This design comes from an exercise in tuning for small area, a short achievable clock period and few clock cycles on the open sky130 flow, not from production work.
Only simulation tests tie the RTL to the original design; equivalence was not proved.
Power is estimated from default activity; no workload was simulated.

### design.v
module CPU(clk,
            rst_n,
            wen_D,
            addr_D,
            wdata_D,
            rdata_D,
            addr_I,
            rdata_I);
    input         clk, rst_n ;
    output        wen_D  ;
    output [31:0] addr_D ;
    output [31:0] wdata_D;
    input  [31:0] rdata_D;
    output [31:0] addr_I ;
    input  [31:0] rdata_I;
    integer k;
    reg  [31:0] PC;           
    reg         ex_v;         
    reg  [31:0] IR;           
    reg  [31:0] ex_a;         
    reg  [31:0] ex_b;         
    reg  [31:0] ex_alt;       
    reg         ex_pt;        
    reg         d_br, d_jalr, d_md, d_ld, d_st, d_wr, d_useb, d_sub, d_lui;
    reg         d_rs_sum, d_rs_sh, d_rs_slt, d_rs_alt;    
    reg         ex_fw1;       
    reg         ex_fw2;       
    reg         ex_fwl2;      
    reg         m_wr;         
    reg         m_ld;         
    reg         m_st;         
    reg  [4:0]  m_rd;
    reg  [31:0] m_val;        
    reg  [31:0] m_sd;         
    reg         md_busy;
    reg         md_ph;        
    reg         md_one;       
    reg  [4:0]  md_sd;        
    reg  [4:0]  md_cnt;       
    wire [31:0] rf_wd = m_ld ? rdata_D : m_val;
    wire [31:0] rf_q [1:31];
    reg  [31:1] rf_vld;
    genvar gi;
    generate
        for (gi = 1; gi < 32; gi = gi + 1) begin : RF
            reg [31:0] r;
            if (gi == 2 || gi == 3) begin : RST
                always @(posedge clk or negedge rst_n) begin
                    if (!rst_n)
                        r <= (gi == 2) ? 32'hbffffff0 : 32'h10008000;
                    else if (m_wr && m_rd == gi)
                        r <= rf_wd;
                end
            end else begin : NRST
                always @(posedge clk) begin
                    if (m_wr && m_rd == gi)
                        r <= rf_wd;
                end
            end
            assign rf_q[gi] = r;
        end
    endgenerate
    always @(posedge clk or negedge rst_n) begin
        if (!rst_n)
            rf_vld <= 31'b110;             
        else if (m_wr)
            rf_vld[m_rd] <= 1'b1;
    end
    wire [4:0] rd  = IR[11:7];
    wire [2:0] f3  = IR[14:12];
    wire i_md    = d_md;
    wire i_ld    = d_ld;
    wire i_st    = d_st;
    wire [31:0] imm_i = {{20{IR[31]}}, IR[31:20]};
    wire [31:0] imm_s = {{20{IR[31]}}, IR[31:25], IR[11:7]};
    wire [31:0] imm_u = {IR[31:12], 12'b0};
    wire [31:0] a  = ex_fw1 ? m_val : ex_a;
    wire [31:0] b  = ex_fw2 ? m_val : ex_b;
    wire [31:0] bi = d_useb ? b : (i_st ? imm_s : imm_i);
    wire [31:0] bx_fw  = m_val ^ {32{d_sub}};
    wire [31:0] bx_rf  = ex_b  ^ {32{d_sub}};
    wire [31:0] bx     = d_useb ? (ex_fw2 ? bx_fw : bx_rf) : (i_st ? imm_s : imm_i);
    wire [31:0] sum    = a + bx + {31'b0, d_sub};
    wire        lt    = $signed(a) < $signed(bi);
    wire        eq    = (a == b);
    wire        sh_left = ~f3[2] | d_md;
    wire [4:0]  sh_amt  = d_md ? md_sd : IR[24:20];
    wire [31:0] sh_in, sh_res;
    genvar gs;
    generate
        for (gs = 0; gs < 32; gs = gs + 1) begin : SHR
            assign sh_in[gs] = sh_left ? a[31-gs] : a[gs];
        end
    endgenerate
    wire [32:0] sh_out = $signed({IR[30] & a[31] & ~sh_left, sh_in}) >>> sh_amt;
    generate
        for (gs = 0; gs < 32; gs = gs + 1) begin : SHL
            assign sh_res[gs] = sh_left ? sh_out[31-gs] : sh_out[gs];
        end
    endgenerate
    wire taken = f3[2] ? (lt ^ f3[0]) : (eq ^ f3[0]);
    wire [31:0] md_xq = m_sd;   
    function [5:0] clz32(input [31:0] x);
        reg [4:0] n;
        reg [31:0] v;
        begin
            v = x;
            n[4] = (v[31:16] == 16'b0); if (n[4]) v = {v[15:0], 16'b0};
            n[3] = (v[31:24] ==  8'b0); if (n[3]) v = {v[23:0],  8'b0};
            n[2] = (v[31:28] ==  4'b0); if (n[2]) v = {v[27:0],  4'b0};
            n[1] = (v[31:30] ==  2'b0); if (n[1]) v = {v[29:0],  2'b0};
            n[0] = ~v[31];
            clz32 = (x == 32'b0) ? 6'd32 : {1'b0, n};
        end
    endfunction
    function [7:0] nib_therm(input [31:0] x);
        integer j;
        reg any;
        begin
            any = 1'b0;
            for (j = 7; j >= 0; j = j - 1) begin
                any = any | (x[4*j +: 4] != 4'b0);
                nib_therm[j] = any;
            end
        end
    endfunction
    wire        is_mul = ~f3[2];
    wire        is_rem =  f3[1];
    wire        md_start = ex_v & i_md & ~md_busy;
    wire        a_fewer = |(nib_therm(b) & ~nib_therm(a));
    wire        bz    = (b == 32'b0);
    wire [5:0]  clza  = clz32(a);
    wire [5:0]  clzb  = clz32(b);
    wire        md_al = md_ph & ~md_one;             
    wire [31:0] pp0  = md_xq[0] ? ex_a : 32'b0;
    wire [31:0] pp1  = md_xq[1] ? {ex_a[30:0], 1'b0} : 32'b0;
    wire [32:0] cs_x = {1'b0, ex_b};
    wire [32:0] cs_y = is_mul ? {1'b0, pp0} : {1'b1, ~ex_a};
    wire [32:0] cs_z = is_mul ? {1'b0, pp1} : 33'b0;
    wire [32:0] cs_s = cs_x ^ cs_y ^ cs_z;
    wire [32:0] cs_c = (cs_x & cs_y) | (cs_x & cs_z) | (cs_y & cs_z);
    wire [32:0] ad_s = cs_s + {cs_c[31:0], 1'b0} + {32'b0, ~is_mul};
    wire        ge    = ~ad_s[32];
    wire [31:0] rem_n = ge ? ad_s[31:0] : ex_b;
    wire [31:0] quo_n = {md_xq[30:0], ge};
    wire        md_last = is_mul ? (md_xq[31:2] == 30'b0) : (md_ph ? md_one : (md_cnt == 5'd0));
    wire [31:0] md_res  = is_mul ? ad_s[31:0] : (is_rem ? rem_n : quo_n);
    wire [31:0] md_a = md_start ? (is_mul ? (a_fewer ? b : a) : b) :
                       is_mul   ? {ex_a[29:0], 2'b0} :
                       md_al    ? sh_res :
                                  {1'b0, ex_a[31:1]};
    wire [31:0] md_b = md_start ? (is_mul ? 32'b0 : a) :
                       (is_mul | ~md_al) ? (is_mul ? ad_s[31:0] : rem_n) :
                                  ex_b;
    wire md_wait  = i_md & ~(md_busy & md_last);
    wire stall    = ex_v & md_wait;              
    wire ex_go    = ex_v & ~stall;
    wire redirect = ex_go & (d_jalr | (d_br & (taken ^ ex_pt)));
    wire [31:0] rtgt = d_jalr ? {sum[31:1], 1'b0} : ex_alt;
    always @(posedge clk or negedge rst_n) begin
        if (!rst_n)
            md_busy <= 1'b0;
        else if (ex_v & i_md)
            md_busy <= ~(md_busy & md_last);
    end
    wire [31:0] md_xq_n = md_start ? (is_mul ? (a_fewer ? a : b) : {32{bz}}) :
                          is_mul   ? {2'b0, md_xq[31:2]} :
                          md_al    ? md_xq :
                                     quo_n;
    always @(posedge clk) begin
        if (md_start) begin
            md_ph  <= ~is_mul;
            md_one <= clzb[5] | (clza >= clzb);
            md_sd  <= clzb[4:0] - clza[4:0];
        end else if (md_busy) begin
            md_ph <= 1'b0;
            if (md_al)
                md_cnt <= md_sd;
            else
                md_cnt <= md_cnt - 5'd1;
        end
    end
    wire [31:0] ex_alt_res = d_lui ? imm_u : ex_alt;
    wire [31:0] ex_oth = ({32{d_md}}     & md_res) |
                         ({32{d_rs_sh}}  & sh_res) |
                         ({32{d_rs_slt}} & {31'b0, lt}) |
                         ({32{d_rs_alt}} & ex_alt_res);
    wire [31:0] ex_res = d_rs_sum ? sum : ex_oth;
    wire [31:0] fi     = rdata_I;
    wire [4:0]  f_rs1  = fi[19:15];
    wire [4:0]  f_rs2  = fi[24:20];
    wire        f_jal  =  fi[6] & fi[3];
    wire        f_br   =  fi[6] & ~fi[2];
    wire        f_U    = ~fi[6] & fi[2];
    wire        f_jalr =  fi[6] & fi[2] & ~fi[3];
    wire        f_ld   = ~fi[6] & ~fi[5] & ~fi[4];
    wire        f_st   = ~fi[6] &  fi[5] & ~fi[4];
    wire        f_opimm= ~fi[6] & ~fi[5] &  fi[4] & ~fi[2];
    wire        f_op   = ~fi[6] &  fi[5] &  fi[4] & ~fi[2];
    wire        f_use1 = ~f_U & ~f_jal;
    wire        f_use2 = fi[5] & ~fi[2] & (~fi[4] | ~fi[6]);    
    wire        f_pt   = f_jal | (f_br & fi[31]);
    wire [31:0] f_imm  = f_U   ? {fi[31:12], 12'b0} :
                         fi[3] ? {{11{fi[31]}}, fi[31], fi[19:12], fi[20], fi[30:21], 1'b0} :
                                 {{19{fi[31]}}, fi[31], fi[7], fi[30:25], fi[11:8], 1'b0};
    wire [31:0] f_tgt  = PC + f_imm;
    wire [31:0] f_pc4  = PC + 32'd4;
    wire        f_byp1 = m_wr & (m_rd == f_rs1);
    wire        f_byp2 = m_wr & (m_rd == f_rs2);
    wire [31:1] rf_rd_ok;
    genvar gk;
    generate
        for (gk = 1; gk < 32; gk = gk + 1) begin : RDOK
            assign rf_rd_ok[gk] = rf_vld[gk] & ~(m_wr & (m_rd == gk)) & ~stall;
        end
    endgenerate
    reg  [31:0] f_r1, f_r2;
    always @(*) begin
        f_r1 = 32'b0;
        f_r2 = 32'b0;
        for (k = 1; k < 32; k = k + 1) begin
            f_r1 = f_r1 | (rf_q[k] & {32{rf_rd_ok[k] & (f_rs1 == k)}});
            f_r2 = f_r2 | (rf_q[k] & {32{rf_rd_ok[k] & (f_rs2 == k)}});
        end
    end
    wire [31:0] o_a = ({32{~stall & f_byp1}} & rf_wd) | ({32{stall}} & md_a);
    wire [31:0] o_b = ({32{~stall & f_byp2}} & rf_wd) | ({32{stall}} & md_b);
    wire        n_wr   = ex_go & d_wr;
    wire        n_fw1  = n_wr & ~i_ld & (rd == f_rs1);
    wire        n_fw2  = n_wr & ~i_ld & (rd == f_rs2);
    wire        f_lu   = n_wr &  i_ld & ((f_use1 & (rd == f_rs1)) | (f_use2 & ~f_st & (rd == f_rs2)));
    wire        n_fwl2 = n_wr &  i_ld & f_st & (rd == f_rs2);    
    always @(posedge clk or negedge rst_n) begin
        if (!rst_n) begin
            m_wr   <= 1'b0;
            m_ld   <= 1'b0;
            m_st   <= 1'b0;
            ex_v   <= 1'b0;
            ex_fw1 <= 1'b0;
            ex_fw2 <= 1'b0;
            ex_fwl2 <= 1'b0;
            PC     <= 32'h00010000;
        end else begin
            m_wr   <= n_wr;
            m_ld   <= ex_go & i_ld;
            m_st   <= ex_go & i_st;
            ex_fw1 <= n_fw1;
            ex_fw2 <= n_fw2;
            ex_fwl2 <= n_fwl2;
            if (~stall) begin
                ex_v <= ~redirect & ~f_lu;
                PC   <= redirect ? rtgt : (f_lu ? PC : (f_pt ? f_tgt : f_pc4));
            end
        end
    end
    always @(posedge clk) begin
        m_rd  <= rd;
        m_val <= ex_res;
        m_sd  <= (md_start | md_busy) ? md_xq_n : (ex_fwl2 ? rdata_D : b);
        if (~stall) begin
            IR     <= fi;
            d_br     <= f_br;
            d_jalr   <= f_jalr;
            d_md     <= f_op & fi[25];
            d_ld     <= f_ld;
            d_st     <= f_st;
            d_wr     <= ~f_st & ~f_br & (fi[11:7] != 5'd0);
            d_useb   <= f_op | f_br;
            d_sub    <= f_op & fi[30] & ~fi[25];
            d_lui    <= f_U & fi[5];
            d_rs_sum <= (f_op & ~fi[25]) | f_ld | f_st | (f_opimm & (fi[14:12] == 3'b000));
            d_rs_sh  <= f_opimm & fi[12];
            d_rs_slt <= f_opimm & fi[13];
            d_rs_alt <= f_jal | f_jalr | f_U;
            ex_pt  <= f_pt;
            ex_alt <= (f_pt | f_jalr) ? f_pc4 : f_tgt;
        end
        ex_a <= f_r1 | o_a;
        ex_b <= f_r2 | o_b;
    end
    assign addr_I  = PC;
    assign wen_D   = m_st;
    assign addr_D  = m_val;
    assign wdata_D = m_sd;
endmodule
### flow/run.sh
#!/bin/bash
set -uo pipefail
bash standard.sh SETUP_SLACK_MARGIN=7.0 \
  "BUFFER_PORTS_ARGS=-buffer_cell sky130_fd_sc_hd__buf_4" \
  finish > standard_flow.log 2>&1
### standard.sh
#!/bin/bash
# synth_recipe.tcl (not shown) runs the flow's synth.tcl, then flattens the netlist and writes it again
# the make line also repeats each setting of config.mk as NAME=value (left out here)
make -C /OpenROAD-flow-scripts/flow DESIGN_CONFIG=/design/flow/config.mk WORK_HOME=/design/flow/orfs CLKGATE_MAP_FILE= SYNTH_SCRIPT=/design/flow/synth_recipe.tcl "${@:-finish}"
### config.mk
export PLATFORM = sky130hd
export DESIGN_NAME = CPU
export DESIGN_NICKNAME = CPU
export VERILOG_FILES = /design/flow/design.v
export SDC_FILE = /design/flow/constraint.sdc
export NUM_CORES = 8
export LEC_CHECK = 0
export CAP_MARGIN = 20
export CORE_MARGIN = 2
export CORE_UTILIZATION = 40
export CTS_CLUSTER_DIAMETER = 60
export CTS_CLUSTER_SIZE = 20
export PLACE_DENSITY = 0.6
export SLEW_MARGIN = 20
export TNS_END_PERCENT = 100
### constraint.sdc
create_clock -name core_clock -period 12.0 [get_ports {clk}]
set_input_delay 2.4000 -clock core_clock [delete_from_list [all_inputs] [get_ports {clk}]]
set_output_delay 2.4000 -clock core_clock [all_outputs]
set_load 0.01 [all_outputs]
==> reports/results.txt, run 1 <==
Clk sinks - 1279
Initial core utilization - 40.2%
Fin crit period - 5240 ps
RSZ-0062 raised after global routing - yes
Endpoints failing setup - 0
Avg WL per Cell - 45.6 um
First-pass GRT wire length - 560 mm
R2R cell count - 14
F_max - 191 MHz
Async S/R FF share, synth - 10.6%
FP Rows - 155
Core ar. - 0.178 mm2
Cell area power density - 272 mW/mm2
Pin count of the biggest net entering global routing - 78
Slew HR - 9.16%
Design Area, Final - 0.0845 mm2
GRT Residual Overflow - 0
R2R Setup Slk - 6760 ps
Register area share after synthesis - 51.2%
RePlAce Congestion - 1.07
Post-Place Cells - 8860
HP Class - reg2reg
Final Max Tran Viols - 0
WP data arrival - 6000 ps
Critical Path Source - ex_a[20]
Post-place setup slack - 5040 ps
Pre-antenna DRT Iters - 15
CP endpoint - PC[29]
Status - complete, no violations
Post-Syn Nets - 6771
Vias - 71037
Leading cell type in the layout, fill and taps excluded - edfxtp_1
Area Overhead vs Synth - 17.7%
DRT antenna net count - 0
Final Hold Slack - 472 ps
Antenna violations before repair - 50
Hold Buf Count CTS - 0
Residual DRC - 0
CTS buffer count - 108
I/O pins - 163
Buffers on Ports - 160
DIE WIDTH - 428 um
Clock buffer depth - 3
Reg2Reg Launch Point - ex_a[20]
Fin. Hold Viols - 0
GR Util All Layers - 44.9%
Synth Instances - 6519
Post-DP Area - 0.0770 mm2
Die H - 428 um
Fraction of final layout cells sized beyond drive strength 1 - 19.8%
Worst setup EP type - flop
Max-cap check violation count - 0
Yosys cell types - 106
EDFF count, synth - 1043
Worst EP required - 12750 ps
FF+latch count, synth - 1279
RR Endpoint - PC[29]
Setup_tns - 0 ps
Skew-Pair Late Insertion Delay - 900 ps
Post-route insts no fill - 9277
Final worst-path cycle share - 43.7%
Yosys Warn Count - 1
Max FO, Critical Path - 9
Maximum VDD drop - 230 uV
CTS tree - yes
Synthesized cell area - 0.0718 mm2
Dpl hpwl - 266 mm
Die area - 0.183 mm2
Worst-path clk slew - 80 ps
Total power draw - 23.0 mW
Via density - 7.66
Number of global-route vias before repair - 64222
H-tree levels - 3
CP Launch Type - flop
Most frequent cells in the layout - edfxtp_1 (1043), buf_4 (574), nand2_1 (443)
Slew @ Worst Pin - 1360 ps
Post-Route Utilization - 47.3%
Mean post-synth cell area - 11.0 um2
Total Wirelength - 423 mm
Final Worst Setup Slack - 6760 ps
P_leak - 30.0 nW
Most common flop cell mapped by yosys - edfxtp_1
Final net count - 7039
Iter 0 DRT Violations - 15539
Clock root cell - clkbuf_16
Worst Skew - 137 ps
Crit path kind - reg2reg
[kinds of logic (layout without fill, tap and decap cells)]
| family | count (synthesis) | in the layout | share of synthesized area, % |
|---|---|---|---|
| AOI/OAI and AO/OA | 2278 | 2279 | 23.1 |
| and+or+nand+nor | 1597 | 1600 | 10.6 |
| DFF | 1279 | 1279 | 51.2 |
| buffers and inverters | 659 | 1019 | 3.73 |
| muxes | 283 | 283 | 4.75 |
| xor gates and xnor gates | 237 | 237 | 2.89 |
| adders and majority gates | 186 | 186 | 3.62 |
| other | 0 | 39 | 0 |
[layout make-up]
cell class / instances / area, um2
Antenna cell: 39 / 97.6
Clock buffer: 131 / 2890
Clock inverter: 75 / 1110
Fill cell: 16155 / 93900
Inverter: 173 / 716
Multi-Input combinational cell: 4585 / 34500
Sequential cell: 1279 / 36800
Tap cell: 2355 / 2950
Timing Repair Buffer: 640 / 5420
[flip-flops by register name (all words and copies together), names as in the netlist, 5 cells and up]
| register | count |
|---|---|
| RF.r | 992 |
| PC | 32 |
| ex_a | 32 |
| ex_alt | 32 |
| ex_b | 32 |
| m_sd | 32 |
| m_val | 32 |
| rf_vld | 31 |
| IR | 25 |
| m_rd | 5 |
| md_cnt | 5 |
| md_sd | 5 |
[cell usage after synthesis, types with 17 or more instances]
cell type	n	area, um2
a2111oi_0	22	193
a211oi_1	57	428
a21o_1	95	713
a21oi_1	333	1670
a221o_1	17	170
a221oi_1	304	2660
a222oi_1	80	801
a22o_1	268	2350
a22oi_1	372	2790
a31oi_1	32	200
and2_1	52	325
and3_1	35	219
buf_1	44	165
buf_2	62	310
clkbuf_1	360	1350
dfrtp_1	103	2580
dfstp_2	32	841
dfxtp_1	101	2020
edfxtp_1	1043	31300
fa_1	36	721
ha_1	150	1880
inv_1	157	589
mux2_2	46	518
mux2i_1	189	1890
mux4_2	32	721
nand2_1	453	1700
nand2b_1	31	194
nand3_1	175	876
nand4_1	161	1010
nor2_1	422	1580
nor2b_1	70	438
nor3_1	66	330
nor4_1	45	282
o211ai_1	80	601
o21a_1	23	173
o21ai_0	328	1640
o21ai_1	18	90.1
o21bai_1	46	345
o221ai_1	34	298
o22ai_1	35	219
o31ai_1	19	143
or3_1	17	106
xnor2_1	156	1370
xor2_1	81	709
[report_power, final]
group | switching [mW] | internal [mW] | total (mW)
clock | 1.99 | 2.07 | 4.06
sequential | 1.06 | 6.12 | 7.18
combinational | 8.01 | 3.75 | 11.8
total | 11.1 | 11.9 | 23.0
[repair_timing]
| action | in CTS | in global routing |
|---|---|---|
| resized for setup | 166 | 189 |
| pin swaps | 22 | 58 |
| endpoints found under the setup margin | 176 | 107 |
| cloned | 9 | 2 |
| setup buffers | 64 | 92 |
[routing by layer]
layer	vias up	track usage (%)	wire, um
met4	76	35.4	45900
li1	26456	-	-
met5	-	6.72	2020
met2	7720	60.4	162000
met1	34172	51.3	137000
met3	2613	25.8	76200
[worst min-delay path by stage]
stage                    start          to  slack [ps]  cells after the start
finish              rf_vld[10]  rf_vld[10]         470                      1
global placement    rf_vld[10]  rf_vld[10]         460                      1
CTS                 rf_vld[10]  rf_vld[10]         480                      1
detailed placement  rf_vld[10]  rf_vld[10]         460                      1
global route        rf_vld[10]  rf_vld[10]         500                      1
floorplan                IR[9]     m_rd[2]         430                      0
[worst max-delay path, cell delays in order (launching register included)]
cell and delay, ps:
dfxtp_1 940, mux2i_1 160, buf_4 230, inv_1 320, buf_4 350, ha_1 340, a21o_1 210, o21bai_1 190
a32o_1 280, or4_1 400, o221ai_1 320, o21ai_0 200, nor2_1 790, a211oi_1 200, a21oi_1 150
Testbench counts, summed over its fixed seeds: cycles 70,086.
==> run 2, diff against run 1 <==
==> flow/run.sh (replaced) <==
#!/bin/bash
set -uo pipefail
bash standard.sh SETUP_SLACK_MARGIN=7.4 \
  "BUFFER_PORTS_ARGS=-buffer_cell sky130_fd_sc_hd__buf_4" \
  finish > standard_flow.log 2>&1
==> reports/results.txt, run 2 <==
Status - complete, no violations
Clock buffer depth - 3 (unchanged)
RePlAce Congestion - 1.04 (-3.1%)
Top Usage Layer GRT - met2
CTS buffer count - 107 (-0.93%)
Number of global-route vias before repair - 64414 (+0.30%)
Clock root cell - clkbuf_16
Synth top area cells - edfxtp_1 (44%), a22oi_1 (3.9%), a221oi_1 (3.7%)
GR Util met2 - 64.1% (+3.7 points)
CTS tree - yes
Synth top area share - 43.6% (unchanged)
Worst setup EP type - flop
Pre-antenna DRT Iters - 11 (-4)
Most frequent cell after synthesis - edfxtp_1
Post-Route Utilization - 49.7% (+2.4 points)
Max-cap check violation count - 0 (unchanged)
Iter 0 DRT Violations - 14470 (-6.9%)
R2R cell count - 14 (unchanged)
Max FO, Critical Path - 7 (-2)
Hold Buf Count CTS - 0 (unchanged)
Maximum VDD drop - 250 uV (+8.4%)
Worst EP required - 12680 ps (-70 ps)
FP Rows - 155 (unchanged)
Grt met3 use - 23.0% (-2.8 points)
Yosys cell types - 106 (unchanged)
P_leak - 31.3 nW (+4.5%)
Most common flop cell mapped by yosys - edfxtp_1
Core ar. - 0.178 mm2 (unchanged)
Slew HR - 19.0% (+9.8 points)
DRT antenna net count - 0 (unchanged)
Reg2Reg Launch Point - m_val[4]
Async S/R FF share, synth - 10.6% (unchanged)
CP Launch Type - flop
Skew-Pair Late Insertion Delay - 850 ps (-50 ps)
Post-place setup slack - 5490 ps (+453 ps)
Final Worst Setup Slack - 7070 ps (+315 ps)
Final net count - 7230 (+2.7%)
Synth Instances - 6519 (unchanged)
HP Class - reg2reg
I/O pins - 163 (unchanged)
Avg WL per Cell - 46.7 um (+2.2%)
Synthesized cell area - 0.0718 mm2 (unchanged)
EDFF count, synth - 1043 (unchanged)
RSZ-0062 raised after global routing - yes
Worst-path clk slew - 70 ps (about the same)
Final Max Tran Viols - 0 (unchanged)
Fraction of final layout cells sized beyond drive strength 1 - 25.7% (+5.9 points)
F_max - 203 MHz (+6.4%)
Hold Path Stages - 1 (unchanged)
Clk sinks - 1279 (unchanged)
Hold Crit Endpoint - rf_vld[18]
Worst Skew - 110 ps (-26.8 ps)
Residual DRC - 0 (unchanged)
Vias - 71806 (+1.1%)
Initial core utilization - 40.2% (unchanged)
Setup_tns - 0 ps (unchanged)
Endpoints failing setup - 0 (unchanged)
Pin count of the biggest net entering global routing - 78 (unchanged)
Die area - 0.183 mm2 (unchanged)
Area Overhead vs Synth - 23.6%
Yosys Warn Count - 1 (unchanged)
First-pass GRT wire length - 573 mm (+2.4%)
Hold Crit Start - rf_vld[18]
Total Wirelength - 441 mm (+4.2%)
Area leader, netlist - edfxtp_1
Top reg by flops - RF.r
GRT Residual Overflow - 0 (unchanged)
Antenna violations before repair - 40 (-20%)
Slew @ Worst Pin - 1220 ps (-147 ps)
WP data arrival - 5610 ps (-390 ps)
Final worst-path cycle share - 41.1% (-2.6 points)
Register area share after synthesis - 51.2% (unchanged)
Post-Syn Nets - 6771 (unchanged)
Leading cell type in the layout, fill and taps excluded - edfxtp_1
Global Route met1 Usage - 53.9% (+2.6 points)
R2R Setup Slk - 7070 ps (+310 ps)
Cell area power density - 276 mW/mm2 (+1.5%)
Fin. Hold Viols - 0 (unchanged)
RR Endpoint - PC[23]
Max reg flops - 992 (unchanged)
Dpl hpwl - 276 mm (+3.8%)
H-tree levels - 3 (unchanged)
Buffers on Ports - 160 (unchanged)
Via density - 7.59 (-0.85%)
Fin crit period - 4930 ps (-315 ps)
Crit path kind - reg2reg
Die H - 428 um (unchanged)
GR Util All Layers - 46.4% (+1.5 points)
Most frequent cells in the layout - edfxtp_1 (1043), buf_4 (635), nand2_1 (427)
DIE WIDTH - 428 um (unchanged)
Mean post-synth cell area - 11.0 um2 (unchanged)
Top cells by count, synth - edfxtp_1 (1043), nand2_1 (453), nor2_1 (422), a22oi_1 (372), clkbuf_1 (360)
FF+latch count, synth - 1279 (unchanged)
-- run 2: cell counts after synthesis --
No cell type changed its count.
-- run 2: layout make-up --
type                            instances  area, um2
Fill cell                           15772      89700
Clock inverter                         72        905
Inverter                              173        779
Tap cell                             2355       2950
Timing Repair Buffer                  819       7640
Timing Repair inverter                 15       75.1
Multi-Input combinational cell       4583      36700
Sequential cell                      1279      36800
Antenna cell                           30       75.1
Clock buffer                          132       2820
-- run 2: power breakdown --
group | internal (mW) | total [mW] | switching [mW]
clock | 1.85 | 3.81 | 1.96
combinational | 4.71 | 13.4 | 8.65
sequential | 6.12 | 7.33 | 1.22
-- run 2: metal layers --
metal | vias to the layer above | share of wire, %
met5 | - | 0.11
met1 | 34864 | 33
met3 | 2596 | 17
met2 | 7500 | 39
li1 | 26808 | -
met4 | 38 | 11
-- run 2: per-stage QoR --
stage	std cells	power [mW]	hold WS, ps	area [um2]
after detailed placement	8867	17.3	461	77100
after CTS	9290	22.6	476	85700
final	9458	24.5	471	88700
after floorplan	6519	12.3	428	71900
after global routing	9430	24.9	494	88600
after global placement	8863	17.2	460	77100
-- run 2: kinds of logic (layout without fill, tap and decap cells) --
family | Yosys count | in the layout | share of synthesized area (%)
mux | 283 | 283 | 4.75
buf+inv | 659 | 1211 | 3.73
flops | 1279 | 1279 | 51.2
compound gates | 2278 | 2279 | 23.1
xor+xnor | 237 | 237 | 2.89
other cells | 0 | 30 | 0
simple gates | 1597 | 1598 | 10.6
fa+ha+maj | 186 | 186 | 3.62
-- run 2: worst max-delay path by stage --
| stage | startpoint | to | slack, ps |
|---|---|---|---|
| floorplan | rdata_I[2] | PC[23] | 6560 |
| global placement | ex_fw2 | PC[6] | 5410 |
| detailed placement | rdata_I[2] | PC[23] | 5490 |
| CTS | rdata_I[2] | PC[23] | 7120 |
| global route | rdata_I[2] | ex_alt[30] | 6930 |
| finish | m_val[4] | PC[23] | 7070 |
-- run 2: critical path, stage by stage, from the launching register on --
cell      delay, ps
dfxtp_1         980
mux2i_2         160
inv_1           560
ha_1            400
o2111a_1        240
o41ai_2         370
a31oi_1         170
or3_1           410
a41oi_1         330
o21bai_1        100
a21oi_1         260
xor2_2          150
buf_4           210
mux2i_1         110
a221o_1         370
-- run 2: what timing repair did --
item                                    4_1_cts  5_1_grt
endpoints found under the setup margin      185      143
gates cloned                                 20       16
setup buffers                               199      121
pin swaps                                   148      213
gates resized for setup                     569      378
==> run 3, diff against run 2 <==
==> flow/run.sh (replaced) <==
#!/bin/bash
set -uo pipefail
bash standard.sh SETUP_SLACK_MARGIN=7.8 \
  "BUFFER_PORTS_ARGS=-buffer_cell sky130_fd_sc_hd__buf_4" \
  finish > standard_flow.log 2>&1
==> reports/results.txt, run 3 <==
Status - complete, no violations
Post-place setup slack - 5160 ps (-324 ps)
Final net count - 7457 (+3.1%)
Skew-Pair Late Insertion Delay - 850 ps (about the same)
Area of the multi-input gates - 0.0375 mm2 (+2.2%)
Synth top area cells - edfxtp_1 (44%), a22oi_1 (3.9%), a221oi_1 (3.7%)
Mean post-synth cell area - 11.0 um2 (unchanged)
Maximum VDD drop - 225 uV (-10%)
Most common flop cell mapped by yosys - edfxtp_1
Pin count of the biggest net entering global routing - 78 (unchanged)
Final Hold Slack - 488 ps (+16.6 ps)
Fraction of final layout cells sized beyond drive strength 1 - 29.5% (+3.8 points)
Fin crit period - 5230 ps (+303 ps)
Pre-antenna DRT Iters - 13 (+2)
Final Max Tran Viols - 0 (unchanged)
Top reg by flops - RF.r
RSZ-0062 raised after global routing - yes
P_leak - 33.1 nW (+5.8%)
Clk sinks - 1279 (unchanged)
Post-Syn Nets - 6771 (unchanged)
Most frequent cell after synthesis - edfxtp_1
FP Rows - 155 (unchanged)
Worst Skew - 100 ps (-9.58 ps)
First-pass GRT wire length - 595 mm (+3.9%)
CTS buffer count - 110 (+2.8%)
Post-route insts no fill - 9722 (+2.8%)
Post-Route Utilization - 52.0% (+2.3 points)
Worst EP required - 12490 ps (-190 ps)
WP data arrival - 5720 ps (+110 ps)
Register area share after synthesis - 51.2% (unchanged)
Design Area, Final - 0.0928 mm2 (+4.6%)
Slew @ Worst Pin - 1320 ps (+102 ps)
Synthesized cell area - 0.0718 mm2 (unchanged)
RePlAce Congestion - 1.05 (+0.67%)
Final Worst Setup Slack - 6770 ps (-303 ps)
Sw Ratio - 48.6% (+0.37 points)
Residual DRC - 0 (unchanged)
I/O pins - 163 (unchanged)
DRT antenna net count - 0 (unchanged)
Setup_tns - 0 ps (unchanged)
EDFF count, synth - 1043 (unchanged)
Pint - 13.3 mW (+5.0%)
Max-cap check violation count - 0 (unchanged)
Top cells by count, synth - edfxtp_1 (1043), nand2_1 (453), nor2_1 (422), a22oi_1 (372), clkbuf_1 (360)
Async S/R FF share, synth - 10.6% (unchanged)
Clock power share - 15.1% (-0.4 points)
Clock buffer depth - 3 (unchanged)
Final worst-path cycle share - 43.6% (+2.5 points)
Leading cell type in the layout, fill and taps excluded - edfxtp_1
Most frequent cells in the layout - edfxtp_1 (1043), buf_4 (691), nand2_1 (430)
Post-Place Cells - 8845 (-0.25%)
Number of global-route vias before repair - 67104 (+4.2%)
Fin. Hold Viols - 0 (unchanged)
Vias - 76159 (+6.1%)
GR Util All Layers - 48.2% (+1.8 points)
Antenna violations before repair - 51 (+28%)
Synth top area share - 43.6% (unchanged)
Register area - 0.0368 mm2 (about the same)
Comb pwr share - 56.9% (+2.4 points)
Area leader, netlist - edfxtp_1
F_max - 191 MHz (-5.8%)
GRT Residual Overflow - 0 (unchanged)
H-tree levels - 3 (unchanged)
Post-DP Area - 0.0773 mm2 (+0.16%)
Die H - 428 um (unchanged)
Initial core utilization - 40.2% (unchanged)
FF+latch count, synth - 1279 (unchanged)
Dpl hpwl - 271 mm (-1.7%)
Avg WL per Cell - 47.7 um (+2.1%)
CP Launch Type - flop
Sw power - 12.6 mW (+6.6%)
Buffers on Ports - 160 (unchanged)
Worst setup EP type - flop
Max reg flops - 992 (unchanged)
Via density - 7.83 (+3.2%)
HP Class - reg2reg
Clock root cell - clkbuf_16
Crit path kind - reg2reg
Total power draw - 25.9 mW (+5.8%)
Core ar. - 0.178 mm2 (unchanged)
Die area - 0.183 mm2 (unchanged)
Endpoints failing setup - 0 (unchanged)
Worst-path clk slew - 80 ps (about the same)
Yosys cell types - 106 (unchanged)
Cell area power density - 279 mW/mm2 (+1.1%)
Total Wirelength - 463 mm (+5.0%)
R2R Setup Slk - 6770 ps (-300 ps)
Max FO, Critical Path - 32 (+25)
Yosys Warn Count - 1 (unchanged)
Iter 0 DRT Violations - 17089 (+18%)
Synth Instances - 6519 (unchanged)
Area Overhead vs Synth - 29.4%
DIE WIDTH - 428 um (unchanged)
CTS tree - yes
Sequential power share - 28.1% (-1.8 points)
Slew HR - 9.68% (-9.3 points)
Filler cells - 15462 (-2.0%)
## run 3: cell counts after synthesis
No cell type changed its count.
## run 3: path summary, 6_finish.rpt
| check | start | end | depth (start not counted) |
|---|---|---|---|
| worst max register to register | md_busy | ex_b[2] | 14 |
| worst min register to register | rf_vld[10] | rf_vld[10] | 1 |
| min in group asynchronous | rst_n | rf_vld[6] | 1 |
| worst min-delay path | rf_vld[10] | rf_vld[10] | 1 |
| worst max-delay path | md_busy | ex_b[2] | 14 |
| max in group asynchronous | rst_n | md_busy | 2 |
## run 3: per-layer routing
layer  track usage [%]  vias up  part of all wire, %
li1                  -    27330                    -
met1              53.9    36578                   32
met2              64.3     8931                   38
met3              28.8     3258                   18
met4              39.9       62                   12
met5              5.83        -                 0.51
## run 3: power by group through the flow
stage	registers [mW]	clock network (mW)	logic, mW
final	7.28	3.91	14.7
after global routing	7.26	4.02	14.8
after CTS	7.19	3.85	12.4
after detailed placement	7.22	0	10.1
after global placement	7.22	0	10.1
after floorplan	6.68	0	5.75
## run 3: kinds of logic after synthesis
family          count (synthesis)  share of synthesized area (%)
fa+ha+maj                     186                           3.62
simple gates                 1597                           10.6
xor+xnor                      237                           2.89
buf+inv                       659                           3.73
flops                        1279                           51.2
mux                           283                           4.75
compound gates               2278                           23.1
## run 3: what timing repair did
item | 4_1_cts | 5_1_grt
gates cloned | 42 | 22
hold buffers | 0 | 0
setup endpoints to repair | 199 | 190
pin swaps | 255 | 220
gates resized for setup | 875 | 381
buffers inserted | 359 | 177
endpoints found under the hold margin | 0 | 0
## run 3: worst max-delay path: stages (launching register included)
cell and delay (ps):
dfrtp_2 590, clkinvlp_4 320, buf_4 310, nand2_1 100, buf_4 440, clkinv_1 130, buf_4 390, nand2_1 220
buf_6 370, nor2_1 340, a221o_1 340, a221oi_1 210, nand4_1 140, nor3_1 500, o211ai_1 420
## run 3: cell type report
type	instances	share of cell area, %
clock buffer	135	3.15
timing repair buffer	1033	11.5
sequential	1279	39.6
multi-input combinational	4585	40.4
timing repair inverter	23	0.136
inverter	173	0.872
clock inverter	74	0.958
antenna	65	0.175
tap	2355	3.17
==> run 4, diff against run 3 <==
==> flow/run.sh (replaced) <==
#!/bin/bash
set -uo pipefail
bash standard.sh SETUP_SLACK_MARGIN=7.6 \
  "BUFFER_PORTS_ARGS=-buffer_cell sky130_fd_sc_hd__buf_4" \
  finish > standard_flow.log 2>&1
--- a/config.mk
+++ b/config.mk
@@ -5,11 +5,11 @@
 export SDC_FILE = /design/flow/constraint.sdc
 export NUM_CORES = 8
 export LEC_CHECK = 0
-export CAP_MARGIN = 20
+export CAP_MARGIN = 30
 export CORE_MARGIN = 2
 export CORE_UTILIZATION = 40
 export CTS_CLUSTER_DIAMETER = 60
 export CTS_CLUSTER_SIZE = 20
 export PLACE_DENSITY = 0.6
-export SLEW_MARGIN = 20
+export SLEW_MARGIN = 30
 export TNS_END_PERCENT = 100
==> reports/results.txt, run 4 <==
Yosys Warn Count - 1 (unchanged)
Register area - 0.0368 mm2 (about the same)
Fin crit period - 4970 ps (-261 ps)
Max incr delay on CP - 750 ps (+160 ps)
Fraction of final layout cells sized beyond drive strength 1 - 27.4% (-2.1 points)
Async S/R FF share, synth - 10.6% (unchanged)
Antenna violations before repair - 49 (-3.9%)
Worst path bufs/invs - 5 (-1)
Worst EP required - 12710 ps (+220 ps)
Synth top area cells - edfxtp_1 (44%), a22oi_1 (3.9%), a221oi_1 (3.7%)
Design Area, Final - 0.0903 mm2 (-2.7%)
Maximum VDD drop - 194 uV (-13%)
Most frequent cell after synthesis - edfxtp_1
Fin. Hold Viols - 0 (unchanged)
Hold Path Stages - 1 (unchanged)
FF+latch count, synth - 1279 (unchanged)
Clock buffer depth - 3 (unchanged)
Pin count of the biggest net entering global routing - 78 (unchanged)
FP Rows - 155 (unchanged)
Top cells by count, synth - edfxtp_1 (1043), nand2_1 (453), nor2_1 (422), a22oi_1 (372), clkbuf_1 (360)
Synthesized cell area - 0.0718 mm2 (unchanged)
Critical Path Source - m_sd[1]
RePlAce Congestion - 1.07 (+1.9%)
Worst Skew - 83.0 ps (-17.1 ps)
Max-cap check violation count - 0 (unchanged)
CP max-delay cell - a211oi_4
RR Endpoint - ex_b[0]
R2R cell count - 20 (+6)
Residual DRC - 0 (unchanged)
Cell family with most CP delay - compound AO/OA/AOI/OAI gates
GRT Residual Overflow - 0 (unchanged)
Final Worst Setup Slack - 7030 ps (+261 ps)
Hold Crit Endpoint - rf_vld[27]
Worst-path clk slew - 80 ps (about the same)
Area Overhead vs Synth - 25.9%
Pre-antenna DRT Iters - 36 (+23)
Final net count - 7290 (-2.2%)
EDFF count, synth - 1043 (unchanged)
Crit path kind - reg2reg
Filler cells - 15591 (+0.83%)
Skew-Pair Late Insertion Delay - 830 ps (-20 ps)
Area of the multi-input gates - 0.0371 mm2 (-1.1%)
WP data arrival - 5690 ps (-30 ps)
Max FO, Critical Path - 16 (-50%)
RSZ-0062 raised after global routing - yes
Hold Crit Start - rf_vld[27]
Most common flop cell mapped by yosys - edfxtp_1
F_max - 201 MHz (+5.2%)
Buffers on Ports - 160 (unchanged)
H-tree levels - 3 (unchanged)
Top reg by flops - RF.r
Slew @ Worst Pin - 1240 ps (-78.5 ps)
Total Wirelength - 444 mm (-4.1%)
Clock root cell - clkbuf_16
CTS tree - yes
Yosys cell types - 106 (unchanged)
Via density - 7.79 (-0.49%)
DIE WIDTH - 428 um (unchanged)
Clk sinks - 1279 (unchanged)
Number of global-route vias before repair - 66335 (-1.1%)
Vias - 74340 (-2.4%)
R2R Setup Slk - 7030 ps (+260 ps)
Core ar. - 0.178 mm2 (unchanged)
Slew HR - 16.8% (+7.2 points)
Endpoints failing setup - 0 (unchanged)
Cell area power density - 278 mW/mm2 (-0.55%)
DRT antenna net count - 0 (unchanged)
I/O pins - 163 (unchanged)
Synth top area share - 43.6% (unchanged)
HP Class - reg2reg
Die H - 428 um (unchanged)
CTS buffer count - 109 (-0.91%)
Final worst-path cycle share - 41.4% (-2.2 points)
Total power draw - 25.1 mW (-3.2%)
Final Max Tran Viols - 0 (unchanged)
Avg WL per Cell - 46.6 um (-2.2%)
First-pass GRT wire length - 580 mm (-2.6%)
Post-DP Area - 0.0770 mm2 (-0.38%)
Leading cell type in the layout, fill and taps excluded - edfxtp_1
Initial core utilization - 40.2% (unchanged)
Synth Instances - 6519 (unchanged)
GR Util All Layers - 46.7% (-1.5 points)
Status - complete, no violations
Die area - 0.183 mm2 (unchanged)
Post-place setup slack - 5500 ps (+335 ps)
Area leader, netlist - edfxtp_1
Worst setup EP type - flop
Post-Syn Nets - 6771 (unchanged)
Mean post-synth cell area - 11.0 um2 (unchanged)
Setup_tns - 0 ps (unchanged)
CP Launch Type - flop
Max reg flops - 992 (unchanged)
Iter 0 DRT Violations - 15677 (-8.3%)
P_leak - 31.9 nW (-3.6%)
Most frequent cells in the layout - edfxtp_1 (1043), buf_4 (622), nand2_1 (429)
Crit path cell chain - nor2b_4 > buf_12 > and2_4 > fa_1 > inv_2 > fa_2 > nor2b_4 > o31a_1 > a31oi_4 > nand2_4 > a31oi_4 > o21a_1 > o211ai_1 > buf_6 > buf_8 > buf_4 > nor2_4 > mux2i_4 > a211oi_4 > or4_1
Dpl hpwl - 266 mm (-1.8%)
Register area share after synthesis - 51.2% (unchanged)
Reg2Reg Launch Point - m_sd[1]
-- run 4: logic make-up (layout without fill, tap and decap cells) --
| logic type | Yosys count | after routing | synth area share [%] |
|---|---|---|---|
| XOR/XNOR | 237 | 237 | 2.89 |
| other | 0 | 47 | 0 |
| flip-flops | 1279 | 1279 | 51.2 |
| multiplexers | 283 | 283 | 4.75 |
| buffers and inverters | 659 | 1271 | 3.73 |
| adder cells (fa/ha/maj) | 186 | 186 | 3.62 |
| AO/OA/AOI/OAI | 2278 | 2279 | 23.1 |
| AND/OR/NAND/NOR | 1597 | 1600 | 10.6 |
-- run 4: area by class of cell --
cell class,instances,share of cell area (%)
multi-input combinational,4585,41.1
sequential,1279,40.7
timing repair buffer,874,9.37
tap,2355,3.26
clock buffer,128,3.18
clock inverter,80,1.27
inverter,173,0.909
antenna,47,0.130
timing repair inverter,16,0.0886
-- run 4: worst max-delay path by stage --
stage | endpoint | slack [ps] | cells past startpoint
floorplan | PC[23] | 6560 | 18
global placement | ex_b[4] | 5130 | 10
detailed placement | PC[23] | 5500 | 18
CTS | PC[23] | 7160 | 18
global route | m_val[16] | 6970 | 21
finish | ex_b[0] | 7030 | 20
-- run 4: power by group --
group / switching (mW) / leakage [nW] / internal (mW)
combinational: 8.70 / 18.0 / 4.84
clock: 2.04 / 1.93 / 2.02
sequential: 1.38 / 12.0 / 6.12
total: 12.1 / 31.9 / 13.0
-- run 4: routing by layer --
layer | share of wire (%) | routed length (um) | global-route usage (%) | vias up
met3 | 18 | 81400 | 28.3 | 2898
li1 | - | - | - | 27000
met5 | 0.33 | 1450 | 5.94 | -
met4 | 11 | 49200 | 38.5 | 44
met1 | 32 | 142000 | 51.9 | 35984
met2 | 38 | 170000 | 62.6 | 8414
-- run 4: repair_timing --
item | 4_1_cts | 5_1_grt
gates resized for setup | 722 | 377
pin swaps | 182 | 198
setup buffers | 272 | 126
hold buffers | 0 | 0
setup endpoints to repair | 190 | 160
cloned | 32 | 14
-- run 4: stage by stage --
stage	std cells	utilization, %	hold WS, ps
2_1_floorplan	6519	-	428
3_3_place_gp	8828	43.1	464
5_1_grt	9508	50.6	491
6_report	9537	50.6	481
4_1_cts	9346	48.9	482
3_5_place_dp	8834	43.1	460
==> run 5, diff against run 4 <==
--- a/design.v
+++ b/design.v
@@ -21,6 +21,7 @@
     reg  [31:0] ex_b;         
     reg  [31:0] ex_alt;       
     reg         ex_pt;        
+    reg  [15:2] ras;          
     reg         d_br, d_jalr, d_md, d_ld, d_st, d_wr, d_useb, d_sub, d_lui;
     reg         d_rs_sum, d_rs_sh, d_rs_slt, d_rs_alt;    
     reg         ex_fw1;       
@@ -155,7 +156,8 @@
     wire md_wait  = i_md & ~(md_busy & md_last);
     wire stall    = ex_v & md_wait;              
     wire ex_go    = ex_v & ~stall;
-    wire redirect = ex_go & (d_jalr | (d_br & (taken ^ ex_pt)));
+    wire ret_ok   = (a[31:1] == PC[31:1]);
+    wire redirect = ex_go & ((d_jalr & ~(ex_pt & ret_ok)) | (d_br & (taken ^ ex_pt)));
     wire [31:0] rtgt = d_jalr ? {sum[31:1], 1'b0} : ex_alt;
     always @(posedge clk or negedge rst_n) begin
         if (!rst_n)
@@ -200,6 +202,8 @@
     wire        f_use1 = ~f_U & ~f_jal;
     wire        f_use2 = fi[5] & ~fi[2] & (~fi[4] | ~fi[6]);    
     wire        f_pt   = f_jal | (f_br & fi[31]);
+    wire        f_ret  = (fi == 32'h00008067);           
+    wire [31:0] f_ret_tgt = {PC[31:16], ras, 2'b00};
     wire [31:0] f_imm  = f_U   ? {fi[31:12], 12'b0} :
                          fi[3] ? {{11{fi[31]}}, fi[31], fi[19:12], fi[20], fi[30:21], 1'b0} :
                                  {{19{fi[31]}}, fi[31], fi[7], fi[30:25], fi[11:8], 1'b0};
@@ -249,7 +253,7 @@
             ex_fwl2 <= n_fwl2;
             if (~stall) begin
                 ex_v <= ~redirect & ~f_lu;
-                PC   <= redirect ? rtgt : (f_lu ? PC : (f_pt ? f_tgt : f_pc4));
+                PC   <= redirect ? rtgt : (f_lu ? PC : (f_pt ? f_tgt : (f_ret ? f_ret_tgt : f_pc4)));
             end
         end
     end
@@ -272,7 +276,9 @@
             d_rs_sh  <= f_opimm & fi[12];
             d_rs_slt <= f_opimm & fi[13];
             d_rs_alt <= f_jal | f_jalr | f_U;
-            ex_pt  <= f_pt;
+            ex_pt  <= f_pt | f_ret;
+            if (f_jal & (fi[11:7] == 5'd1))
+                ras <= f_pc4[15:2];
             ex_alt <= (f_pt | f_jalr) ? f_pc4 : f_tgt;
         end
         ex_a <= f_r1 | o_a;
==> flow/run.sh (replaced) <==
#!/bin/bash
set -uo pipefail
bash standard.sh SETUP_SLACK_MARGIN=7.4 \
  "BUFFER_PORTS_ARGS=-buffer_cell sky130_fd_sc_hd__buf_4" \
  finish > standard_flow.log 2>&1
--- a/config.mk
+++ b/config.mk
@@ -5,11 +5,11 @@
 export SDC_FILE = /design/flow/constraint.sdc
 export NUM_CORES = 8
 export LEC_CHECK = 0
-export CAP_MARGIN = 30
+export CAP_MARGIN = 20
 export CORE_MARGIN = 2
 export CORE_UTILIZATION = 40
 export CTS_CLUSTER_DIAMETER = 60
 export CTS_CLUSTER_SIZE = 20
 export PLACE_DENSITY = 0.6
-export SLEW_MARGIN = 30
+export SLEW_MARGIN = 20
 export TNS_END_PERCENT = 100
==> reports/results.txt, run 5 <==
RePlAce Congestion - 1.09 (+2.3%)
Fin crit period - 5190 ps (+217 ps)
Hold Buf Count CTS - 0 (unchanged)
Residual DRC - 0 (unchanged)
DIE WIDTH - 430 um (+0.60%)
RR Endpoint - ex_b[23]
Buffers on Ports - 162 (+1.3%)
Pin count of the biggest net entering global routing - 83 (+6.4%)
Most frequent cells in the layout - edfxtp_1 (1057), nand2_1 (505), buf_4 (505)
Post-DP Area - 0.0775 mm2 (+0.70%)
Leading cell type in the layout, fill and taps excluded - edfxtp_1
I/O pins - 163 (unchanged)
Total Wirelength - 431 mm (-3.1%)
Die H - 430 um (+0.60%)
Area Overhead vs Synth - 20.1%
CP endpoint - ex_b[23]
Worst setup EP type - flop
Worst-path clk slew - 80 ps (about the same)
Most common flop cell mapped by yosys - edfxtp_1
R2R cell count - 14 (-30%)
Maximum VDD drop - 184 uV (-5.5%)
Synth Instances - 6551 (+0.49%)
EDFF count, synth - 1057 (+1.3%)
Number of global-route vias before repair - 64799 (-2.3%)
Design Area, Final - 0.0872 mm2 (-3.5%)
Yosys cell types - 100 (-5.7%)
GR Util All Layers - 44.6% (-2.1 points)
Top reg by flops - RF.r
FP Rows - 156 (+0.65%)
Area leader, netlist - edfxtp_1
CP Launch Type - flop
Synthesized cell area - 0.0726 mm2 (+1.2%)
Final Max Tran Viols - 0 (unchanged)
Final worst-path cycle share - 43.2% (+1.8 points)
H-tree levels - 3 (unchanged)
Most frequent cell after synthesis - edfxtp_1
Max-cap check violation count - 0 (unchanged)
Synth top area share - 43.7% (+0.055 points)
Post-Syn Nets - 6803 (+0.47%)
Hold Path Stages - 1 (unchanged)
Slew HR - 12.0% (-4.9 points)
Final Hold Slack - 481 ps (-0.250 ps)
Worst Skew - 56.9 ps (-26.1 ps)
Clk sinks - 1293 (+1.1%)
Async S/R FF share, synth - 10.4% (-0.11 points)
Clock root cell - clkbuf_16
Cell area power density - 243 mW/mm2 (-13%)
Fraction of final layout cells sized beyond drive strength 1 - 23.1% (-4.3 points)
Pre-antenna DRT Iters - 17 (-53%)
Synth top area cells - edfxtp_1 (44%), a22oi_1 (4.5%), dfrtp_1 (3.5%)
Max reg flops - 992 (unchanged)
WP data arrival - 5990 ps (+300 ps)
Yosys Warn Count - 1 (unchanged)
Status - complete, no violations
FF+latch count, synth - 1293 (+1.1%)
Setup_tns - 0 ps (unchanged)
Endpoints failing setup - 0 (unchanged)
Fin. Hold Viols - 0 (unchanged)
Core ar. - 0.181 mm2 (+1.2%)
Vias - 71106 (-4.4%)
Post-place setup slack - 5840 ps (+337 ps)
Final net count - 7066 (-3.1%)
GRT Residual Overflow - 0 (unchanged)
CTS buffer count - 110 (+0.92%)
Register area share after synthesis - 51.2% (about the same)
Clock buffer depth - 3 (unchanged)
Initial core utilization - 40.2% (about the same)
R2R Setup Slk - 6810 ps (-220 ps)
Via density - 7.62 (-2.2%)
Mean post-synth cell area - 11.1 um2 (+0.72%)
Final Worst Setup Slack - 6810 ps (-217 ps)
Worst EP required - 12800 ps (+90 ps)
DRT antenna net count - 0 (unchanged)
RSZ-0062 raised after global routing - yes
Crit path kind - reg2reg
Top cells by count, synth - edfxtp_1 (1057), nand2_1 (527), a22oi_1 (433), o21ai_0 (404), clkbuf_1 (372)
Max FO, Critical Path - 31 (+15)
P_leak - 30.6 nW (-4.2%)
Iter 0 DRT Violations - 14020 (-11%)
HP Class - reg2reg
F_max - 193 MHz (-4.2%)
Dpl hpwl - 271 mm (+1.9%)
Avg WL per Cell - 46.2 um (-0.90%)
Antenna violations before repair - 54 (+10%)
CTS tree - yes
Post-Route Utilization - 48.3% (-2.3 points)
Critical Path Source - m_sd[18]
First-pass GRT wire length - 566 mm (-2.4%)
Reg2Reg Launch Point - m_sd[18]
Skew-Pair Late Insertion Delay - 890 ps (+60 ps)
Slew @ Worst Pin - 1310 ps (+72.4 ps)
Die area - 0.185 mm2 (+1.2%)
==> run 5: cell count changes after synthesis, sizes merged, moves of 39 or more <==
cell | previous run | this run
a222oi | 80 | 144
nand4 | 161 | 210
a22oi | 372 | 433
a21oi | 335 | 234
o21ai | 349 | 421
a22o | 268 | 210
nor2 | 422 | 303
nand3 | 176 | 137
a221oi | 305 | 250
nand2 | 453 | 527
==> run 5: layer usage <==
layer,wire [um],share of wire (%),vias to the layer above,global-route usage [%]
met5,537,0.12,-,1.30
met4,47200,11,36,37.7
met2,173000,40,7325,62.6
met1,140000,33,34618,50.7
li1,-,-,26665,-
met3,69600,16,2462,21.6
==> run 5: worst max-delay path, stage by stage (launching register included) <==
cell      delay, ps
edfxtp_1        560
nor4_1          450
nand4_1         400
o21ai_1         400
buf_4           190
a31oi_2         110
buf_12          180
or3b_2          710
nor3_2          310
buf_8           450
a22o_1          220
a221oi_1         50
nand4_1         140
or3_1           620
a221o_1         200
==> run 5: cell families (layout without fill, tap and decap cells) <==
family                   after synthesis  in the layout  synth area share (%)
flip-flops                          1293           1293                  51.2
AND/OR/NAND/NOR                     1650           1653                  11.2
buffers and inverters                679           1035                  3.86
XOR/XNOR                             256            257                  3.11
adder cells (fa/ha/maj)              186            186                  3.58
other                                  0             44                     0
AO/OA/AOI/OAI                       2208           2209                  22.3
multiplexers                         279            279                  4.80
==> run 5: stage by stage <==
stage,total power [mW],std cells
finish,21.2,9326
global route,21.4,9287
CTS,19.8,9188
detailed placement,15.1,8824
global placement,15.1,8822
floorplan,11.1,6551
==> run 5: worst min-delay path by stage <==
| stage | start | to | slack, ps |
|---|---|---|---|
| detailed placement | rf_vld[31] | rf_vld[31] | 460 |
| global placement | rf_vld[27] | rf_vld[27] | 460 |
| finish | rf_vld[27] | rf_vld[27] | 480 |
| CTS | rf_vld[31] | rf_vld[31] | 480 |
| global route | rf_vld[16] | rf_vld[16] | 500 |
| floorplan | IR[7] | m_rd[0] | 430 |
==> run 5: cell type report <==
cell class	instances	area, um2
Antenna cell	44	110
Timing Repair inverter	8	40.0
Sequential cell	1293	37200
Fill cell	16168	93300
Tap cell	2370	2970
Clock inverter	83	1130
Timing Repair Buffer	640	5940
Inverter	177	768
Multi-Input combinational cell	4584	36200
Clock buffer	127	2840
==> run 5: timing repair <==
item	in CTS	in global routing
pin swaps	105	140
setup buffers	137	83
gates resized for setup	424	283
endpoints found under the hold margin	0	0
gates cloned	17	10
endpoints found under the setup margin	181	151
==> run 5: report_power, final <==
part           switching (mW)  leakage [nW]  internal, mW
Combinational            6.51          16.5          3.34
Clock                    2.07          1.91          1.95
Sequential               1.26          12.2          6.05
Total                    9.84          30.6          11.3
Testbench counts of run 5, summed over its fixed seeds: cycles 68,973.
==> run 6, diff against run 5 <==
--- a/design.v
+++ b/design.v
@@ -35,6 +35,7 @@
     reg  [31:0] m_sd;         
     reg         md_busy;
     reg         md_ph;        
+    reg         md_mlast;     
     reg         md_one;       
     reg  [4:0]  md_sd;        
     reg  [4:0]  md_cnt;       
@@ -130,6 +131,12 @@
     wire        md_start = ex_v & i_md & ~md_busy;
     wire        a_fewer = |(nib_therm(b) & ~nib_therm(a));
     wire        bz    = (b == 32'b0);
+    reg  [31:0] b_therm;
+    always @(*) begin
+        b_therm[31] = b[31];
+        for (k = 30; k >= 0; k = k - 1)
+            b_therm[k] = b_therm[k+1] | b[k];
+    end
     wire [5:0]  clza  = clz32(a);
     wire [5:0]  clzb  = clz32(b);
     wire        md_al = md_ph & ~md_one;             
@@ -144,7 +151,7 @@
     wire        ge    = ~ad_s[32];
     wire [31:0] rem_n = ge ? ad_s[31:0] : ex_b;
     wire [31:0] quo_n = {md_xq[30:0], ge};
-    wire        md_last = is_mul ? (md_xq[31:2] == 30'b0) : (md_ph ? md_one : (md_cnt == 5'd0));
+    wire        md_last = is_mul ? md_mlast : (md_ph ? md_one : (md_cnt == 5'd0));
     wire [31:0] md_res  = is_mul ? ad_s[31:0] : (is_rem ? rem_n : quo_n);
     wire [31:0] md_a = md_start ? (is_mul ? (a_fewer ? b : a) : b) :
                        is_mul   ? {ex_a[29:0], 2'b0} :
@@ -172,10 +179,12 @@
     always @(posedge clk) begin
         if (md_start) begin
             md_ph  <= ~is_mul;
-            md_one <= clzb[5] | (clza >= clzb);
+            md_mlast <= ((a_fewer ? a[31:2] : b[31:2]) == 30'b0);
+            md_one <= bz | ~|(a & ~b_therm);
             md_sd  <= clzb[4:0] - clza[4:0];
         end else if (md_busy) begin
             md_ph <= 1'b0;
+            md_mlast <= (md_xq[31:4] == 28'b0);
             if (md_al)
                 md_cnt <= md_sd;
             else
@@ -204,10 +213,10 @@
     wire        f_pt   = f_jal | (f_br & fi[31]);
     wire        f_ret  = (fi == 32'h00008067);           
     wire [31:0] f_ret_tgt = {PC[31:16], ras, 2'b00};
-    wire [31:0] f_imm  = f_U   ? {fi[31:12], 12'b0} :
-                         fi[3] ? {{11{fi[31]}}, fi[31], fi[19:12], fi[20], fi[30:21], 1'b0} :
+    wire [31:0] f_imm  = fi[3] ? {{11{fi[31]}}, fi[31], fi[19:12], fi[20], fi[30:21], 1'b0} :
                                  {{19{fi[31]}}, fi[31], fi[7], fi[30:25], fi[11:8], 1'b0};
     wire [31:0] f_tgt  = PC + f_imm;
+    wire [31:0] f_tgtu = {PC[31:12] + fi[31:12], PC[11:0]};
     wire [31:0] f_pc4  = PC + 32'd4;
     wire        f_byp1 = m_wr & (m_rd == f_rs1);
     wire        f_byp2 = m_wr & (m_rd == f_rs2);
@@ -279,7 +288,7 @@
             ex_pt  <= f_pt | f_ret;
             if (f_jal & (fi[11:7] == 5'd1))
                 ras <= f_pc4[15:2];
-            ex_alt <= (f_pt | f_jalr) ? f_pc4 : f_tgt;
+            ex_alt <= (f_pt | f_jalr) ? f_pc4 : (f_U ? f_tgtu : f_tgt);
         end
         ex_a <= f_r1 | o_a;
         ex_b <= f_r2 | o_b;
==> reports/results.txt, run 6 <==
Skew-Pair Late Insertion Delay - 850 ps (-40 ps)
CTS tree - yes
Pin count of the biggest net entering global routing - 77 (-7.2%)
Final net count - 7321 (+3.6%)
Post-route insts no fill - 9664 (+3.6%)
Synth Instances - 6726 (+2.7%)
Synth top area cells - edfxtp_1 (43%), a22oi_1 (4.2%), dfrtp_1 (3.5%)
Endpoints failing setup - 0 (unchanged)
I/O pins - 163 (unchanged)
Vias - 74600 (+4.9%)
Cell area power density - 256 mW/mm2 (+5.5%)
Hold Crit Start - rf_vld[21]
Maximum VDD drop - 198 uV (+7.9%)
Final Worst Setup Slack - 6850 ps (+35.0 ps)
Fin crit period - 5150 ps (-35.0 ps)
Fin. Hold Viols - 0 (unchanged)
Async S/R FF share, synth - 10.4% (about the same)
Clock buffer depth - 3 (unchanged)
Die H - 433 um (+0.78%)
RR Endpoint - m_val[30]
Via density - 7.72 (+1.2%)
Post-place setup slack - 5580 ps (-257 ps)
Register area share after synthesis - 50.4% (-0.75 points)
Buffers on Ports - 162 (unchanged)
RSZ-0062 raised after global routing - yes
Antenna violations before repair - 64 (+19%)
Yosys cell types - 104 (+4.0%)
Most common flop cell mapped by yosys - edfxtp_1
Number of global-route vias before repair - 67970 (+4.9%)
Avg WL per Cell - 47.5 um (+3.0%)
Final worst-path cycle share - 42.9% (-0.29 points)
R2R Setup Slk - 6850 ps (+40 ps)
GR Util All Layers - 47.1% (+2.5 points)
F_max - 194 MHz (+0.68%)
Area leader, netlist - edfxtp_1
Slew HR - 17.5% (+5.5 points)
WP data arrival - 5800 ps (-190 ps)
Most frequent cell after synthesis - edfxtp_1
Worst-path clk slew - 80 ps (about the same)
Top reg by flops - RF.r
Fraction of final layout cells sized beyond drive strength 1 - 22.6% (-0.53 points)
Slew @ Worst Pin - 1240 ps (-73.6 ps)
First-pass GRT wire length - 601 mm (+6.2%)
Max-cap check violation count - 0 (unchanged)
R2R cell count - 21 (+7)
Max reg flops - 992 (unchanged)
H-tree levels - 3 (unchanged)
Critical Path Source - ex_a[19]
Final Max Tran Viols - 0 (unchanged)
Hold Buf Count CTS - 0 (unchanged)
HP Class - reg2reg
DIE WIDTH - 433 um (+0.78%)
Crit path kind - reg2reg
RePlAce Congestion - 1.09 (-0.60%)
Top cells by count, synth - edfxtp_1 (1058), nor2_1 (432), a22oi_1 (415), nand2_1 (412), clkbuf_1 (350)
Residual DRC - 0 (unchanged)
DRT antenna net count - 0 (unchanged)
Post-Syn Nets - 6993 (+2.8%)
Yosys Warn Count - 1 (unchanged)
Initial core utilization - 40.3% (+0.068 points)
Iter 0 DRT Violations - 14680 (+4.7%)
Hold Crit Endpoint - rf_vld[21]
Status - complete, no violations
Clk sinks - 1294 (+0.077%)
Area Overhead vs Synth - 20.9%
Most frequent cells in the layout - edfxtp_1 (1058), buf_4 (544), a22oi_1 (410)
GRT Residual Overflow - 0 (unchanged)
Die area - 0.188 mm2 (+1.6%)
Setup_tns - 0 ps (unchanged)
Clock root cell - clkbuf_16
P_leak - 31.1 nW (+1.6%)
Pre-antenna DRT Iters - 10 (-7)
Worst Skew - 89.5 ps (+32.6 ps)
CTS buffer count - 111 (+0.91%)
Total Wirelength - 459 mm (+6.7%)
Reg2Reg Launch Point - ex_a[19]
FP Rows - 157 (+0.64%)
Post-Place Cells - 9119 (+3.3%)
Max FO, Critical Path - 8 (-74%)
Core ar. - 0.183 mm2 (+1.4%)
Hold Path Stages - 1 (unchanged)
Worst setup EP type - flop
Worst EP required - 12650 ps (-150 ps)
Synthesized cell area - 0.0738 mm2 (+1.6%)
Mean post-synth cell area - 11.0 um2 (-1.1%)
Leading cell type in the layout, fill and taps excluded - edfxtp_1
Synth top area share - 43.1% (-0.64 points)
FF+latch count, synth - 1294 (+0.077%)
Dpl hpwl - 281 mm (+3.5%)
EDFF count, synth - 1058 (+0.095%)
CP Launch Type - flop
==> run 6: cell types whose count changed after synthesis, moves of 52 or more <==
cell     before  now
nand2_1     527  412
o21ai_1      16   68
nor2_1      300  432
nor3_1      101  179
o21ai_0     404  309
a21oi_1     232  336
==> run 6: worst max path at each step <==
stage | to | slack [ps] | cells after the start
2_1_floorplan | ex_alt[31] | 6430 | 16
3_3_place_gp | m_val[20] | 4460 | 19
3_5_place_dp | m_val[30] | 5580 | 18
4_1_cts | PC[29] | 7060 | 16
5_1_grt | PC[30] | 6910 | 17
6_report | m_val[30] | 6850 | 21
==> run 6: metrics by stage <==
| step | instance area, um2 | power, mW | util [%] | hold slack [ps] |
|---|---|---|---|---|
| 2_1_floorplan | 74000 | 11.9 | - | 422 |
| 3_3_place_gp | 78900 | 16.3 | 43.1 | 435 |
| 3_5_place_dp | 79000 | 16.3 | 43.2 | 443 |
| 4_1_cts | 87300 | 21.5 | 47.7 | 461 |
| 5_1_grt | 89100 | 23.1 | 48.7 | 479 |
| 6_report | 89200 | 22.9 | 48.7 | 464 |
==> run 6: report_power, final <==
part	switching [mW]	total [mW]	leakage [nW]	internal, mW
sequential	1.40	7.47	12.1	6.07
clock	2.03	4.15	1.96	2.12
combinational	7.38	11.2	17.0	3.86
==> run 6: final cells by class <==
cell class	count	area, um2
clock inverters	76	1130
well taps	2464	3080
diodes	49	123
multi-input cells	4761	37100
clock buffers	134	2970
inverters	161	751
repair inverters	13	67.6
flip-flops and latches	1294	37200
fillers	16473	93900
repair buffers	712	6760
==> run 6: critical path, cell delays in order, from the launching register on <==
cell and delay [ps]:
dfxtp_1 850, buf_4 340, nand3_1 90, o21ai_0 110, fa_1 480, ha_1 380
and3_1 320, a31oi_1 120, nand2_1 120, a31oi_4 60, o21ai_4 200, a211oi_4 90
buf_12 140, buf_6 110, o211ai_4 390, buf_4 190, buf_6 90, buf_6 90
nand4_1 110, buf_4 220, a21boi_4 370, o21ai_1 130
==> run 6: logic make-up (layout without fill, tap and decap cells) <==
| logic type | after synthesis | in the layout | share of synthesized area, % |
|---|---|---|---|
| compound gates | 2318 | 2320 | 22.9 |
| xor+xnor | 266 | 266 | 3.16 |
| fa+ha+maj | 201 | 201 | 3.79 |
| buf+inv | 674 | 1096 | 3.80 |
| flops | 1294 | 1294 | 50.4 |
| mux | 295 | 295 | 4.92 |
| other cells | 0 | 49 | 0 |
| simple gates | 1678 | 1679 | 11.0 |
==> run 6: repair_timing <==
action                     in CTS  in global routing
gates resized for setup       456                235
gates cloned                   25                 15
setup endpoints to repair     185                148
setup buffers                 166                 79
pin swaps                     132                101
==> run 6: metal layers <==
layer,up-vias,routed length (um),share of wire [%],track usage [%]
met3,2675,76600,17,24.6
met4,58,51000,11,38.9
met1,36341,148000,32,53.0
li1,27596,-,-,-
met2,7930,183000,40,65.7
met5,-,1050,0.23,0.755
Testbench counts of run 6, summed over its fixed seeds: cycles 68,973.

## re-timing with driven ports
Ports are ideal in the flow. The routed layouts listed here were re-timed in OpenROAD. Step 1 assumes that a clkbuf_16 drives the clock port and a buf_2 every other input. Step 2, shift: input delay + t, output delay - t, t = (earliest + latest rising clock arrival at the registers) / 2. This alone moves slack from input paths to output paths. a / b / c = no drivers / after step 1 / after step 2; a / b = the first two.
| run | shift t [ns] | slack for setup (ns) | latest minus earliest clock arrival (ns) | worst data-port slew with drivers (ns) | pins driven straight from the clock port |
|---|---|---|---|---|---|
| run 1 | 0.916 | 6.755 / 6.755 / 6.011 | 0.139 / 0.139 | 0.15 | 1 |
| run 2 | 0.893 | 7.070 / 7.070 / 6.244 | 0.111 / 0.111 | 0.12 | 1 |
| run 3 | 0.885 | 6.767 / 6.767 / 6.118 | 0.100 / 0.101 | 0.19 | 1 |
| run 4 | 0.881 | 7.028 / 7.028 / 6.231 | 0.087 / 0.087 | 0.13 | 1 |
| run 5 | 0.939 | 6.811 / 6.811 / 5.965 | 0.063 / 0.063 | 0.16 | 1 |
| run 6 | 0.892 | 6.846 / 6.846 / 6.153 | 0.095 / 0.095 | 0.10 | 1 |
After both steps every run listed still meets setup and hold. The setup slack of run 5, which loses most, moves by 0.000 ns with the drivers and by -0.846 ns with both steps.
